This design comes from an exercise in tuning for small area on the open sky130 flow, not from production work. The RTL was checked by simulation tests, not by an equivalence proof against the original design. Power figures rest on the tool's default switching activity, not on a simulated workload.

Design cache_l1, start of the top module:
module cache_l1
	#(
		parameter DATA_WDT  = 64,
		parameter LINE_SIZE = 512 / DATA_WDT
	)
	(
		input								clk,
		input								rst_n,
		input								th_cgra_cache_flush,
		input		[32 - 1 : 0]			agent_req_addr,
		input								agent_req_en,
		input								agent_req_wr,
		input		[DATA_WDT - 1 : 0]		agent_req_wr_data,
		output reg 							agent_req_done,
		output reg							agent_req_hit,
		output reg							agent_req_miss,
		output reg							agent_req_block,
		output 		[DATA_WDT - 1:0]		agent_req_data,
		input								mem_read_valid,
		input		[DATA_WDT - 1 : 0]		mem_read_data,
		output reg							mem_req_en,
		output 		[32 - 1 : 0]			mem_req_addr,
		input		[31 : 0]				i_coherence_addr_1, i_coherence_addr_2, i_coherence_addr_3,
		input 								i_coherence_valid_1, i_coherence_valid_2, i_coherence_valid_3,
		output reg							o_coherence_valid_1, o_coherence_valid_2, o_coherence_valid_3,
		input 								i_coherence_ack_1, i_coherence_ack_2, i_coherence_ack_3,
		output reg							o_coherence_ack_1, o_coherence_ack_2, o_coherence_ack_3,
		output reg 	[31 : 0]				o_coherence_addr
	);
integer i;
reg 			en1, en2;		 
reg 			wr1, wr2;		 
reg  [31:3]		req_addr;		 
reg  [63:0]		wr_data;		 
reg  [31:6]		coh_addr;		 
reg 			cv1, cv2;		 
wire 			i_coherence_valid = i_coherence_valid_1 || i_coherence_valid_2 || i_coherence_valid_3;
wire [31:6]		i_coherence_addr  = i_coherence_valid_1 ? i_coherence_addr_1[31:6] : i_coherence_valid_2 ? i_coherence_addr_2[31:6] : i_coherence_addr_3[31:6];
always @(posedge clk or negedge rst_n) begin
	if(~rst_n) begin
		en1 <= 0; en2 <= 0;
  ...
Settings: LEC_CHECK=0, CAP_MARGIN=20, CORE_MARGIN=2, CORE_UTILIZATION=60, CTS_BUF_LIST=sky130_fd_sc_hd__clkbuf_8, CTS_CLUSTER_DIAMETER=40, CTS_CLUSTER_SIZE=20, PLACE_DENSITY=0.75, SLEW_MARGIN=20; clock period 10.0 ns.
run.sh (not shown) runs the stock make flow with config.mk's settings and CLKGATE_MAP_FILE= SYNTH_SCRIPT=/design/flow/synth_recipe.tcl, a recipe that flattens the netlist after the stock synthesis.
Next try:
==> flow/flow/run.sh (new file) <==
#!/bin/bash
# Standard layout, but with a small buffer on every input and output port.
set -e
export BUFFER_PORTS_ARGS="-buffer_cell sky130_fd_sc_hd__buf_1"
bash standard.sh > standard.log 2>&1
==> flow/standard.sh (new file) <==
#!/bin/bash
# synth_recipe.tcl (not shown) runs the flow's synth.tcl, then flattens the netlist and writes it again
# the make line also repeats each setting of config.mk as NAME=value (left out here)
make -C /OpenROAD-flow-scripts/flow DESIGN_CONFIG=/design/flow/config.mk WORK_HOME=/design/flow/orfs CLKGATE_MAP_FILE= SYNTH_SCRIPT=/design/flow/synth_recipe.tcl "${@:-finish}"
- CORE_UTILIZATION: 60 -> 45
- CTS_BUF_LIST: sky130_fd_sc_hd__clkbuf_8 -> sky130_fd_sc_hd__clkbuf_16
- CTS_CLUSTER_DIAMETER: 40 -> 60
- CTS_CLUSTER_SIZE: 20 -> 30
- PLACE_DENSITY: 0.75 -> not set
removed: flow/run.sh
Outcome:
- flip-flop and latch count is unchanged
- final cell count goes up by 4.4%
- via count shrinks by 3.7%
- critical path depth is unchanged
- final area decreases by 1.3%
- synthesized area is unchanged
Next try:
==> flow/run.sh (new file) <==
#!/bin/bash
# synth_recipe.tcl (not shown) runs the flow's synth.tcl, then flattens the netlist and writes it again
# the make line also repeats each setting of config.mk as NAME=value (left out here)
make -C /OpenROAD-flow-scripts/flow DESIGN_CONFIG=/design/flow/config.mk WORK_HOME=/design/flow/orfs CLKGATE_MAP_FILE= SYNTH_SCRIPT=/design/flow/synth_recipe.tcl finish
- CORE_UTILIZATION: 45 -> 60
- PLACE_DENSITY: not set -> 0.75
removed: flow/flow/run.sh
removed: flow/standard.sh
Result: The new run finished clean. Non-clock buffer count came out lower by 19. Clock power came out lower by about a fifth. Combinational power came out higher by a few percent. Total power came out lower by a few percent. Die area came out lower by a quarter to a third.
Next try:
- CORE_UTILIZATION: 60 -> 72
- PLACE_DENSITY: 0.75 -> 0.85
What happened: Worst hold slack improves by 0.018 ns. Design area drops by 0.66%. Wire length is about the same. Maximum frequency went down by about 0.7%. Synthesized cell count is unchanged.
Next try:
- CAP_MARGIN: 20 -> 5
- CORE_UTILIZATION: 72 -> 60
- PLACE_DENSITY: 0.85 -> 0.75
- SLEW_MARGIN: 20 -> 5
Outcome: First-iteration DRC count fell by 17%; wire length hardly moves; global-route usage went down by 8.5 points; sequential cell count is unchanged; sequential power barely changes; register-to-register slack is worse by 0.096 ns.


== before ==
cache_l1 again, from the RTL that the note above started with.
Settings: LEC_CHECK=0, CAP_MARGIN=20, CORE_MARGIN=2, CORE_UTILIZATION=45, CTS_BUF_LIST=sky130_fd_sc_hd__clkbuf_8 sky130_fd_sc_hd__clkbuf_16, CTS_CLUSTER_DIAMETER=55, CTS_CLUSTER_SIZE=25, SLEW_MARGIN=20; clock period 10.0 ns.
Stock flow here: none of the scripts above is used.
before was carried through to the last stage, and its layout satisfied the timing, DRC and antenna checks.
Setup changes, before to after
# before
export LEC_CHECK = 0
export CAP_MARGIN = 20
export CORE_MARGIN = 2
export CORE_UTILIZATION = 45
export CTS_BUF_LIST = sky130_fd_sc_hd__clkbuf_8 sky130_fd_sc_hd__clkbuf_16
export CTS_CLUSTER_DIAMETER = 55
export CTS_CLUSTER_SIZE = 25
export SLEW_MARGIN = 20
create_clock -name core_clock -period 10.0 [get_ports {clk}]
# after
export LEC_CHECK = 0
export CAP_MARGIN = 20
export CORE_MARGIN = 2
export CORE_UTILIZATION = 60
export CTS_BUF_LIST = sky130_fd_sc_hd__clkbuf_16
export CTS_CLUSTER_DIAMETER = 60
export CTS_CLUSTER_SIZE = 30
export PLACE_DENSITY = 0.75
export SLEW_MARGIN = 20
create_clock -name core_clock -period 10.0 [get_ports {clk}]
==> flow/flow/run.sh (new file) <==
#!/bin/bash
# Standard layout, but with a small buffer on every input and output port.
set -e
export BUFFER_PORTS_ARGS="-buffer_cell sky130_fd_sc_hd__buf_1"
bash standard.sh > standard.log 2>&1
==> flow/standard.sh (new file) <==
#!/bin/bash
# synth_recipe.tcl (not shown) runs the flow's synth.tcl, then flattens the netlist and writes it again
# the make line also repeats each setting of config.mk as NAME=value (left out here)
make -C /OpenROAD-flow-scripts/flow DESIGN_CONFIG=/design/flow/config.mk WORK_HOME=/design/flow/orfs CLKGATE_MAP_FILE= SYNTH_SCRIPT=/design/flow/synth_recipe.tcl "${@:-finish}"
removed: flow/run.sh
### Flow results
Cmp after and before / largest incremental delay on the critical path / higher: before
Compared with before, in after final worst hold slack increased 29 ps, power share of the sequential group increased 4.8 points, number of inserted filler cells in the final layout decreased about 36%, number of gates resized after cts essentially unchanged.

port drivers added, routing unchanged:
The results above use ideal ports. As a check the final layouts listed here were re-extracted and re-timed, cells and wires unchanged.
Step 1, drivers: a clkbuf_16 drives clk and a buf_2 each remaining input, both assumed.
Step 2 adds t to the input delays and takes it off the output delays; t is the mean of the earliest and latest rising clock arrival at the registers after step 1. Input paths then give back, and output paths get back, about the clock's delay inside the block.
Slacks: ideal ports / drivers / drivers and shift; pairs: ideal ports / drivers.
run | t, ns | setup WS [ns] | hold slack, ns | worst register clock-pin slew, ns | pins driven straight from the clock port
the first run of note 1 | 1.241 | 1.387 / 1.387 / 1.387 | 0.255 / 0.255 / 0.255 | 0.12 / 0.12 | 1
the second run of note 1 | 1.022 | 1.281 / 1.281 / 1.281 | 0.314 / 0.314 / 0.314 | 0.11 / 0.11 | 1
the third run of note 1 | 1.009 | 1.465 / 1.465 / 1.465 | 0.309 / 0.309 / 0.309 | 0.12 / 0.12 | 1
the fourth run of note 1 | 1.002 | 1.408 / 1.408 / 1.408 | 0.326 / 0.326 / 0.326 | 0.12 / 0.12 | 1
the fifth run of note 1 | 1.003 | 1.312 / 1.312 / 1.312 | 0.325 / 0.325 / 0.325 | 0.12 / 0.12 | 1
before | 1.039 | 1.432 / 1.432 / 1.432 | 0.288 / 0.288 / 0.288 | 0.10 / 0.10 | 1
after | 0.999 | 1.334 / 1.334 / 1.334 | 0.316 / 0.316 / 0.316 | 0.11 / 0.11 | 1
After both steps setup and hold are still met in every run listed.
